This is an optimization exercise on Yosys and OpenROAD, whose aim is small area, not a production implementation. The RTL was checked by simulation tests, not by an equivalence proof against the original design. No activity file was given, so power comes from the tool's default toggle rates.

<file path="config.mk">
export PLATFORM = sky130hd
export DESIGN_NAME = fei4_rx_channel
export DESIGN_NICKNAME = fei4_rx_channel
export VERILOG_FILES = /design/flow/design.v
export SDC_FILE = /design/flow/constraint.sdc
export NUM_CORES = 4
export LEC_CHECK = 0
export ABC_AREA = 1
export CAP_MARGIN = 20
export CORE_MARGIN = 2
export CORE_UTILIZATION = 40
export SLEW_MARGIN = 20
export SYNTH_MEMORY_MAX_BITS = 16384
</file>
<file path="constraint.sdc">
create_clock -name core_clock -period 5.0 [get_ports {clk_160_i}]
set_input_delay 1.0000 -clock core_clock [delete_from_list [all_inputs] [get_ports {clk_160_i}]]
set_output_delay 1.0000 -clock core_clock [all_outputs]
set_load 0.01 [all_outputs]
</file>
<file path="design.v">
module decode_8b10b_bram (
    input  wire [9:0] DIN,
    input  wire       RD,
    output wire [7:0] DOUT,
    output wire       KOUT,
    output wire       CODE_ERR,
    output wire       DISP_ERR,
    output wire       RD_NEXT,
    output wire       SOF,
    output wire       EOF_IDLE
);
  wire n26, n27, n28, n29, n30, n31, n32,
    n33, n34, n35, n36, n37, n38, n39, n40,
    n41, n42, n43, n44, n45, n46, n47, n48,
    n49, n50, n51, n52, n53, n54, n56, n57,
    n58, n59, n60, n61, n62, n63, n64, n65,
    n66, n67, n68, n69, n70, n71, n72, n73,
    n74, n75, n76, n77, n78, n79, n81, n82,
    n83, n84, n85, n86, n87, n88, n89, n90,
    n91, n92, n93, n95, n96, n97, n98, n99,
    n100, n101, n102, n103, n104, n105, n106,
    n108, n109, n110, n111, n112, n113, n114,
    n115, n116, n117, n119, n120, n121, n122,
    n123, n124, n125, n126, n127, n128, n129,
    n130, n131, n132, n133, n134, n135, n136,
    n137, n138, n140, n141, n142, n143, n144,
    n146, n147, n148, n149, n151, n152, n153,
    n154, n155, n156, n157, n159, n160, n161,
    n162, n163, n164, n165, n166, n168, n169,
    n170, n171, n172, n173, n174, n175, n176,
    n177, n178, n179, n180, n181, n182, n183,
    n184, n185, n186, n187, n188, n189, n190,
    n191, n192, n193, n194, n195, n196, n197,
    n198, n199, n200, n202, n203, n204, n206,
    n207, n208, n209, n210, n211, n212, n213,
    n214, n215, n216, n217, n218, n220;
  assign n26 = DIN[1] & DIN[0];
  assign n27 = ~DIN[2] & ~n26;
  assign n28 = DIN[5] & DIN[4];
  assign n29 = DIN[3] & n28;
  assign n30 = n27 & n29;
  assign n31 = ~DIN[1] & ~DIN[0];
  assign n32 = ~n27 & ~n31;
  assign n33 = ~DIN[2] & n31;
  assign n34 = ~DIN[4] & ~DIN[3];
  assign n35 = ~DIN[5] & n34;
  assign n36 = DIN[2] & n26;
  assign n37 = ~DIN[5] & ~DIN[4];
  assign n38 = ~DIN[3] & ~n28;
  assign n39 = ~n37 & ~n38;
  assign n40 = ~n36 & ~n39;
  assign n41 = ~n35 & ~n40;
  assign n42 = ~n33 & n41;
  assign n43 = ~n32 & ~n42;
  assign n44 = ~DIN[2] & n35;
  assign n45 = ~DIN[4] & ~n44;
  assign n46 = ~n43 & ~n45;
  assign n47 = ~DIN[4] & n43;
  assign n48 = DIN[3] & DIN[1];
  assign n49 = ~DIN[3] & ~DIN[1];
  assign n50 = ~n48 & ~n49;
  assign n51 = ~n33 & ~n36;
  assign n52 = ~n50 & ~n51;
  assign n53 = ~n47 & ~n52;
  assign n54 = ~n46 & n53;
  assign DOUT[4] = ~n30 & ~n54;
  assign n56 = ~n31 & ~n48;
  assign n57 = ~DIN[5] & DIN[3];
  assign n58 = ~n56 & ~n57;
  assign n59 = DIN[4] & ~n58;
  assign n60 = ~DIN[5] & DIN[0];
  assign n61 = ~n59 & ~n60;
  assign n62 = n50 & n61;
  assign n63 = DIN[5] & ~DIN[4];
  assign n64 = ~n50 & ~n63;
  assign n65 = ~DIN[3] & n31;
  assign n66 = ~DIN[5] & DIN[4];
  assign n67 = ~n65 & ~n66;
  assign n68 = ~n64 & n67;
  assign n69 = ~n62 & n68;
  assign n70 = DIN[2] & DIN[1];
  assign n71 = ~n69 & n70;
  assign n72 = ~DOUT[4] & n71;
  assign n73 = ~DIN[2] & n69;
  assign n74 = DIN[2] & ~DIN[1];
  assign n75 = ~n34 & n74;
  assign n76 = ~n59 & ~n75;
  assign n77 = DIN[0] & ~n63;
  assign n78 = ~n76 & ~n77;
  assign n79 = ~n73 & ~n78;
  assign DOUT[0] = ~n72 & n79;
  assign n81 = DIN[1] & n35;
  assign n82 = n48 & ~n63;
  assign n83 = ~n38 & ~n82;
  assign n84 = ~n81 & ~n83;
  assign n85 = DIN[2] & ~DIN[0];
  assign n86 = ~DIN[2] & DIN[0];
  assign n87 = ~n85 & ~n86;
  assign n88 = n68 & n87;
  assign n89 = n84 & n88;
  assign n90 = ~DIN[5] & ~DIN[1];
  assign n91 = ~n76 & n90;
  assign n92 = ~n84 & ~n87;
  assign n93 = ~n91 & ~n92;
  assign DOUT[1] = ~n89 & n93;
  assign n95 = ~n70 & n76;
  assign n96 = ~DIN[5] & ~n95;
  assign n97 = ~DIN[0] & ~n96;
  assign n98 = n62 & ~n97;
  assign n99 = ~DIN[2] & ~n34;
  assign n100 = ~n61 & n99;
  assign n101 = DIN[1] & n83;
  assign n102 = ~DIN[3] & n63;
  assign n103 = n74 & n102;
  assign n104 = ~n101 & ~n103;
  assign n105 = ~DIN[0] & ~n104;
  assign n106 = ~n100 & ~n105;
  assign DOUT[2] = ~n98 & n106;
  assign n108 = ~n78 & ~n96;
  assign n109 = ~DIN[3] & ~n108;
  assign n110 = ~DIN[1] & ~n66;
  assign n111 = n100 & n110;
  assign n112 = DIN[5] & DIN[3];
  assign n113 = n33 & n112;
  assign n114 = ~n36 & n63;
  assign n115 = n32 & n114;
  assign n116 = ~n113 & ~n115;
  assign n117 = ~n111 & n116;
  assign DOUT[3] = ~n109 & n117;
  assign n119 = DIN[9] & DIN[8];
  assign n120 = ~DIN[7] & ~n119;
  assign n121 = ~DIN[9] & ~DIN[8];
  assign n122 = DIN[7] & ~n121;
  assign n123 = ~n120 & ~n122;
  assign n124 = DIN[7] & DIN[6];
  assign n125 = ~DIN[7] & ~DIN[6];
  assign n126 = ~n124 & ~n125;
  assign n127 = n123 & n126;
  assign n128 = DIN[9] & DIN[6];
  assign n129 = DIN[8] & ~DIN[7];
  assign n130 = ~n128 & ~n129;
  assign n131 = ~n119 & ~n130;
  assign n132 = n44 & n131;
  assign n133 = ~DIN[8] & DIN[7];
  assign n134 = ~DIN[9] & ~DIN[6];
  assign n135 = ~n133 & ~n134;
  assign n136 = ~n121 & ~n135;
  assign n137 = ~n44 & n136;
  assign n138 = ~n132 & ~n137;
  assign DOUT[5] = ~n127 & n138;
  assign n140 = ~n121 & ~n125;
  assign n141 = ~n119 & ~n124;
  assign n142 = n140 & n141;
  assign n143 = DOUT[5] & n142;
  assign n144 = ~DOUT[5] & ~n142;
  assign DOUT[6] = ~n143 & ~n144;
  assign n146 = DIN[9] & n44;
  assign n147 = ~DIN[9] & ~n44;
  assign n148 = n142 & ~n147;
  assign n149 = ~n146 & n148;
  assign DOUT[7] = ~n123 & ~n149;
  assign n151 = ~DIN[7] & n121;
  assign n152 = n66 & n151;
  assign n153 = DIN[2] & n29;
  assign n154 = DIN[7] & n119;
  assign n155 = n63 & n154;
  assign n156 = ~n153 & ~n155;
  assign n157 = ~n152 & n156;
  assign KOUT = n44 | ~n157;
  assign n159 = DIN[4] & DIN[3];
  assign n160 = ~n26 & ~n159;
  assign n161 = ~n31 & ~n34;
  assign n162 = ~n129 & ~n133;
  assign n163 = ~n161 & n162;
  assign n164 = ~n160 & n163;
  assign n165 = ~n142 & n164;
  assign n166 = KOUT & n165;
  assign SOF = DOUT[2] & n166;
  assign n168 = n32 & n159;
  assign n169 = ~n151 & ~n168;
  assign n170 = DIN[5] & ~n169;
  assign n171 = ~SOF & n170;
  assign n172 = ~n29 & ~n32;
  assign n173 = n41 & ~n172;
  assign n174 = ~n124 & ~n173;
  assign n175 = ~n140 & n174;
  assign n176 = ~n35 & ~n43;
  assign n177 = n157 & n176;
  assign n178 = n175 & ~n177;
  assign n179 = DIN[3] & ~n33;
  assign n180 = ~n32 & ~n179;
  assign n181 = DIN[9] & DIN[5];
  assign n182 = n180 & n181;
  assign n183 = ~n28 & ~n44;
  assign n184 = ~n182 & n183;
  assign n185 = n154 & n184;
  assign n186 = ~n52 & ~n185;
  assign n187 = DIN[8] & n124;
  assign n188 = ~n36 & ~n187;
  assign n189 = ~n184 & ~n188;
  assign n190 = ~DIN[5] & n180;
  assign n191 = ~DIN[8] & n125;
  assign n192 = ~n190 & ~n191;
  assign n193 = ~n37 & n157;
  assign n194 = ~n192 & ~n193;
  assign n195 = ~n125 & ~n141;
  assign n196 = n173 & n195;
  assign n197 = ~n194 & ~n196;
  assign n198 = ~n189 & n197;
  assign n199 = n186 & n198;
  assign n200 = ~n178 & n199;
  assign CODE_ERR = n171 | ~n200;
  assign n202 = RD & n176;
  assign n203 = n174 & ~n202;
  assign n204 = n140 & ~n203;
  assign RD_NEXT = n119 | n204;
  assign n206 = n176 & ~RD_NEXT;
  assign n207 = n196 & ~n206;
  assign n208 = ~n36 & ~n176;
  assign n209 = RD & ~n208;
  assign n210 = ~RD & n208;
  assign n211 = ~n175 & ~n210;
  assign n212 = ~n209 & n211;
  assign n213 = ~n36 & RD_NEXT;
  assign n214 = ~n176 & ~n213;
  assign n215 = RD & ~n195;
  assign n216 = ~n173 & n215;
  assign n217 = ~n214 & n216;
  assign n218 = ~n212 & ~n217;
  assign DISP_ERR = n207 | n218;
  assign n220 = n143 & KOUT;
  assign EOF_IDLE = ~DOUT[0] & n220;
endmodule
module fei4_rx_channel (
    input  wire        rst_n_i,
    input  wire        clk_160_i,
    input  wire        enable_i,
    input  wire [1:0]  serdes_data_i,
    input  wire [1:0]  serdes_valid_i,
    input  wire        serdes_lock_i,
    input  wire [31:0] trig_tag_i,
    output wire [25:0] rx_data_o,
    output wire        rx_valid_o,
    output wire [7:0]  rx_stat_o,
    output wire [7:0]  rx_data_raw_o
);
    localparam [9:0] idle_word = 10'b0011111001;
    localparam [9:0] sof_word  = 10'b0011111000;
    localparam [9:0] eof_word  = 10'b0011111010;
    localparam [13:0] SCNT_END = 14'd6219;
    reg [10:0] data_sr;
    reg [3:0]  dcnt;
    reg [13:0] scnt;
    reg        sync;
    reg        sync_holdoff;
    reg [9:0]  dout;
    reg        dout_valid;
    function automatic is_comma(input [9:0] w);
        is_comma = (w == idle_word) || (w == ~idle_word) ||
                   (w == sof_word)  || (w == ~sof_word)  ||
                   (w == eof_word)  || (w == ~eof_word);
    endfunction
    wire one  = (serdes_valid_i == 2'b01);
    wire two  = (serdes_valid_i == 2'b11);
    wire c0   = !sync_holdoff && is_comma(data_sr[9:0]);
    wire c1   = !sync_holdoff && !is_comma(data_sr[9:0]) && is_comma(data_sr[10:1]);
    wire cf   = c0 | c1;
    wire d10  = (dcnt == 4'd10);
    wire d11  = (dcnt == 4'd11);
    wire dld  = d10 | d11;
    wire [1:0] inc = {two, one};
    wire [3:0] dbase = d10 ? 4'd0 : d11 ? 4'd1 : c0 ? 4'd0 : c1 ? 4'd1 : dcnt;
    wire [1:0] sbase = {1'b0, c1} + inc;    
    always @(posedge clk_160_i) begin
        if (!rst_n_i) begin
            data_sr      <= 11'd0;
            dcnt         <= 4'd0;
            scnt         <= 14'd0;
            sync         <= 1'b0;
            sync_holdoff <= 1'b0;
            dout_valid   <= 1'b0;
        end else begin
            if (one)
                data_sr <= {data_sr[9:0], serdes_data_i[0]};
            else if (two)
                data_sr <= {data_sr[8:0], serdes_data_i[0], serdes_data_i[1]};
            dcnt <= dbase + {2'b00, inc};
            if (cf) begin
                sync <= 1'b1;
                case (sbase)
                    2'd0: scnt <= 14'd0;
                    2'd1: scnt <= 14'd1;
                    2'd2: scnt <= 14'd3;
                    default: scnt <= 14'd7;
                endcase
            end else if (scnt == SCNT_END) begin
                sync <= 1'b0;
                scnt <= 14'd0;
            end else begin
                scnt <= {scnt[12:0], ~(scnt[13] ^ scnt[12])};
            end
            if (dld)
                sync_holdoff <= 1'b0;
            else if (one && cf)
                sync_holdoff <= 1'b1;
            dout_valid <= dld && (one || sync);
        end
    end
    always @(posedge clk_160_i) begin
        if (dld)
            dout <= d10 ? data_sr[9:0] : data_sr[10:1];
    end
    reg        valid_rev;     
    reg        valid_rev_d;
    reg        dec_valid;
    reg [9:0]  dec_code;      
    reg        dec_rd;        
    wire [7:0] dec_data;
    wire       dec_k, dec_cerr, dec_derr, dec_rd_next, dec_sof, dec_eoi;
    decode_8b10b_bram cmp_decoder (
        .DIN      (dec_code),
        .RD       (dec_rd),
        .DOUT     (dec_data),
        .KOUT     (dec_k),
        .CODE_ERR (dec_cerr),
        .DISP_ERR (dec_derr),
        .RD_NEXT  (dec_rd_next),
        .SOF      (dec_sof),
        .EOF_IDLE (dec_eoi)
    );
    integer i;
    always @(posedge clk_160_i) begin
        if (!rst_n_i) begin
            valid_rev   <= 1'b0;
            valid_rev_d <= 1'b0;
            dec_valid   <= 1'b0;
            dec_code    <= 10'b1101000110;
            dec_rd      <= 1'b1;
        end else begin
            valid_rev   <= dout_valid;
            valid_rev_d <= valid_rev;
            dec_valid   <= valid_rev_d;
            if (valid_rev) begin
                for (i = 0; i < 10; i = i + 1)
                    dec_code[i] <= dout[9-i];
                dec_rd <= dec_rd_next;
            end
        end
    end
    reg  [1:0]  fram_cnt;
    reg         frame_flag;
    reg  [24:0] frame_value;
    reg         frame_valid;
    always @(posedge clk_160_i) begin
        if (!rst_n_i)
            frame_flag <= 1'b0;
        else if (dec_valid && dec_sof && sync)
            frame_flag <= 1'b1;
        else if (dec_valid && dec_eoi)
            frame_flag <= 1'b0;
    end
    always @(posedge clk_160_i) begin
        if (!frame_flag)
            fram_cnt <= 2'd0;
        else if (dec_valid)
            fram_cnt <= fram_cnt[1] ? 2'd0 : fram_cnt + 2'd1;
        frame_valid <= (frame_flag && dec_valid && fram_cnt[1]) ||
                       (dec_valid && dec_sof && sync);
        if (dec_valid && dec_sof && sync)
            frame_value <= {1'b1, trig_tag_i[23:0]};
        else if (frame_flag && dec_valid && !dec_k)
            frame_value <= {1'b0, frame_value[15:0], dec_data};
    end
    assign rx_data_o      = {1'b0, frame_value};
    assign rx_valid_o     = frame_valid & serdes_lock_i & sync & enable_i;
    assign rx_stat_o      = {serdes_valid_i, serdes_data_i, dec_derr, dec_cerr, sync, serdes_lock_i};
    assign rx_data_raw_o  = dec_data;
endmodule
</file>
<file path="run.sh">
#!/bin/bash
# synth_recipe.tcl (not shown) runs the flow's synth.tcl, then flattens the netlist and writes it again
# the make line also repeats each setting of config.mk as NAME=value (left out here)
make -C /OpenROAD-flow-scripts/flow DESIGN_CONFIG=/design/flow/config.mk WORK_HOME=/design/flow/orfs CLKGATE_MAP_FILE= SYNTH_SCRIPT=/design/flow/synth_recipe.tcl finish
</file>
==> out/qor.txt <==
Worst Setup End Kind = output port
# hold bufs at CTS = 0
Cells after Synth = 593
CP Class = flip-flop to output port
RSZ-0062 raised after global routing = false
vias = 3,857
clk root buf = clkbuf_16
period utilization = 0.773
Pins Over Slew Limit = 0
Power Internal = 1170 uW
first-pass GRT wire length = 17,600 um
Clk pwr share = 0.459
arrival time worst endpoint = 2870 ps
LEAKAGE = 0.00244 uW
Seq cells post-synth = 85
Final Instance Count excl. Fillers = 794
Logic pwr share = 0.051
placed insts = 778
status = timing/DRC/antenna clean
Seq pwr share = 0.490
Slew headroom = 0.355
pre-CTS worst setup slack = 1490 ps
Post-Syn Nets = 644
max_cap viols = 0
synthesis-to-finish area growth = 23.0%
# DRC = 0
H-tree Lvls = 3
PnR worst setup slack = 1130 ps
most frequent cells in the layout = nand2_1 (131), inv_1 (109), clkdlybuf4s50_1 (73)
DRT Wirelength = 10,300 um
startpoint types = flip-flop
routed len/inst = 13.0 um
gr ovfl total = 0
Die W = 111 um
wire length on met1 = 4650 um
delay-heaviest family, CP = buffers and inverters
Inserted Clock Buffers = 9
minimum clock period = 3870 ps
uppermost layer routed = met4
Die ar. = 12,200 um^2
Port Buf Inserts = 73
Post-CTS Repair Setup Buffers = 0
CTS tree = yes
Critical path buffers and inverters = 4
initial DRC count = 157
fin util = 0.511
crit path max fanout = 11
largest net degree at the start of global routing = 52
Post-layout nets = 700
CTS clock-pin slew for the worst setup and hold paths = 60 ps
layout cells sized above 1 = 0.0749
Worst Tran Pin Value = 965 ps
core area = 10,900 um^2
Fin. Hold Viols = 0
Slowest cell on crit path = clkdlybuf4s50_1
Setup Viol. Count Final = 0
Critical Path RT = 4000 ps
Post-DP HPWL = 7710 um
Met3 Wirelength = 384 um
Max IR drop VDD = 0.154 mV
pwr dens = 265 nW/um^2
Routed Antenna Nets = 0
Clock Latency Late Sink = 340 ps
Synth Cell Area = 4540 um^2
post_cts resized = 0
P_sw = 310 uW
Cell Chain, Critical Path = inv_1 > nand2_1 > nor2_1 > inv_2 > nor2_4 > inv_1 > nor3_1 > nor3_1 > ha_1 > clkdlybuf4s50_1
vias in the first global route = 3,687
Synth Warn # = 1
IO Pins = 83
Clock Tree Buf Depth = 2
worst hold path depth = 2
GRT Util Overall = 0.176
gpl congestion = 0.849
Worst path max stage delay = 490 ps
HP Class = flip-flop to flip-flop
initial antenna violation count = 0
synth unique cells = 39
TNS Setup = 0 ps
Fmax achieved = 259 MHz
DRT Pass-1 Iters = 4
post-synthesis sequential area ratio = 0.450
CP Depth = 10
# rows = 38
clk sink count = 85
antenna cells = 0
commonest non-fill, non-tap cell in the layout = nand2_1
Starting Density = 0.415
R2R depth = 9
met2 WL = 5140 um
Switching Fraction = 0.209
Die Ht = 111 um
routed vias/inst = 4.86
Worst Skew = 8.82 ps
syn avg cell area = 7.66 um^2
==> flip-flops by register name, indices dropped and copies added, names as in the netlist, 2 cells and up <==
| register | cells |
|---|---|
| data_sr | 11 |
| fram_cnt | 2 |
| scnt | 14 |
| frame_value | 25 |
| dout | 10 |
| dec_code | 10 |
| dcnt | 4 |
==> logic make-up (layout without fill, tap and decap cells) <==
| group | Yosys count | count (layout) | share of synthesized area |
|---|---|---|---|
| AO/OA/AOI/OAI | 119 | 119 | 0.159 |
| XOR/XNOR | 3 | 3 | 0.00579 |
| adder cells (fa/ha/maj) | 11 | 11 | 0.0320 |
| buffers and inverters | 143 | 204 | 0.134 |
| flip-flops | 85 | 85 | 0.450 |
| other | 1 | 1 | 0.000826 |
| AND/OR/NAND/NOR | 231 | 231 | 0.219 |
==> metal layers <==
metal  up-vias  global-route usage
li1       2007                   -
met1      1758               0.213
met2        82               0.311
met3        10              0.0373
met4         0              0.0533
met5         -                   0
==> Yosys cell counts (all sizes together) <==
library cell	n	area (um^2)
ha	10	125
nor2	54	223
o211ai	4	30.0
nand2	132	498
conb	1	3.75
o2111ai	1	8.76
o21ai	69	413
a21o	2	15.0
nor3b	1	7.51
buf	19	143
xnor2	2	17.5
o221ai	5	43.8
nor3	10	50.1
fa	1	20.0
edfxtp	34	1020
a211oi	1	7.51
clkbuf	10	37.5
dfxtp	51	1020
xor2	1	8.76
o31ai	1	7.51
inv	114	428
nor4	1	21.3
a31oi	1	6.26
nand4	6	37.5
a21oi	27	139
o22ai	8	50.1
nand3	27	158
==> worst paths after layout <==
check | end | from | slack [ps]
setup / recovery | rx_data_raw_o[6] | dec_code[3] | 1130
hold / removal | dec_valid | valid_rev_d | 430
setup reg to reg | frame_value[7] | dec_code[7] | 2030
hold reg to reg | dec_valid | valid_rev_d | 430
==> area by class of cell <==
cell class / instances / area (um^2)
tap: 140 / 175
sequential: 85 / 2040
clock buffer: 13 / 293
fill: 1110 / 5350
multi-input combinational: 365 / 1890
inverter: 114 / 428
timing repair buffer: 74 / 738
clock inverter: 3 / 20.0
==> power by group through the flow <==
| stage | clock network (uW) | logic [uW] | registers, uW |
|---|---|---|---|
| after CTS | 699 | 76.3 | 725 |
| after global placement | 0 | 73.8 | 741 |
| final | 681 | 75.3 | 726 |
| after floorplan | 0 | 41.5 | 740 |
| after global routing | 727 | 84.8 | 726 |
| after detailed placement | 0 | 75.3 | 741 |
==> metrics by stage <==
stage | hold WS (ps) | total power (uW) | area (um^2)
3_3_place_gp | 393 | 814 | 5270
3_5_place_dp | 413 | 816 | 5270
4_1_cts | 429 | 1500 | 5590
2_1_floorplan | 390 | 781 | 4540
6_report | 425 | 1480 | 5590
5_1_grt | 449 | 1540 | 5590
==> worst reg2reg max path, stage by stage (launching register included) <==
cell and delay [ps]:
dfxtp_1 330, inv_1 200, ha_1 210, inv_1 50, o21ai_0 170, nor3_1 210
nor4_4 380, nand3_4 550, nand2_1 200, buf_4 330

[static timing again, ports no longer ideal]
How much do the figures lean on ideal ports? The routed layout below was timed once more, with nothing changed but the port constraints.
Step 1, drivers: a clkbuf_16 drives clk_160_i and a buf_2 each remaining input, both assumed.
Step 2, shift: input delay + t, output delay - t, t = (earliest + latest rising clock arrival at the registers) / 2. This alone moves slack from input paths to output paths.
a / b / c = no drivers / after step 1 / after step 2; a / b = the first two.
shift t [ns]: 0.374
setup slack, ns: 1.133 / 1.094 / 1.468
worst setup path after step 2: register to output
After both steps this run still meets setup and hold. The setup slack of this run moves by -0.039 ns with the drivers and by +0.335 ns with both steps.
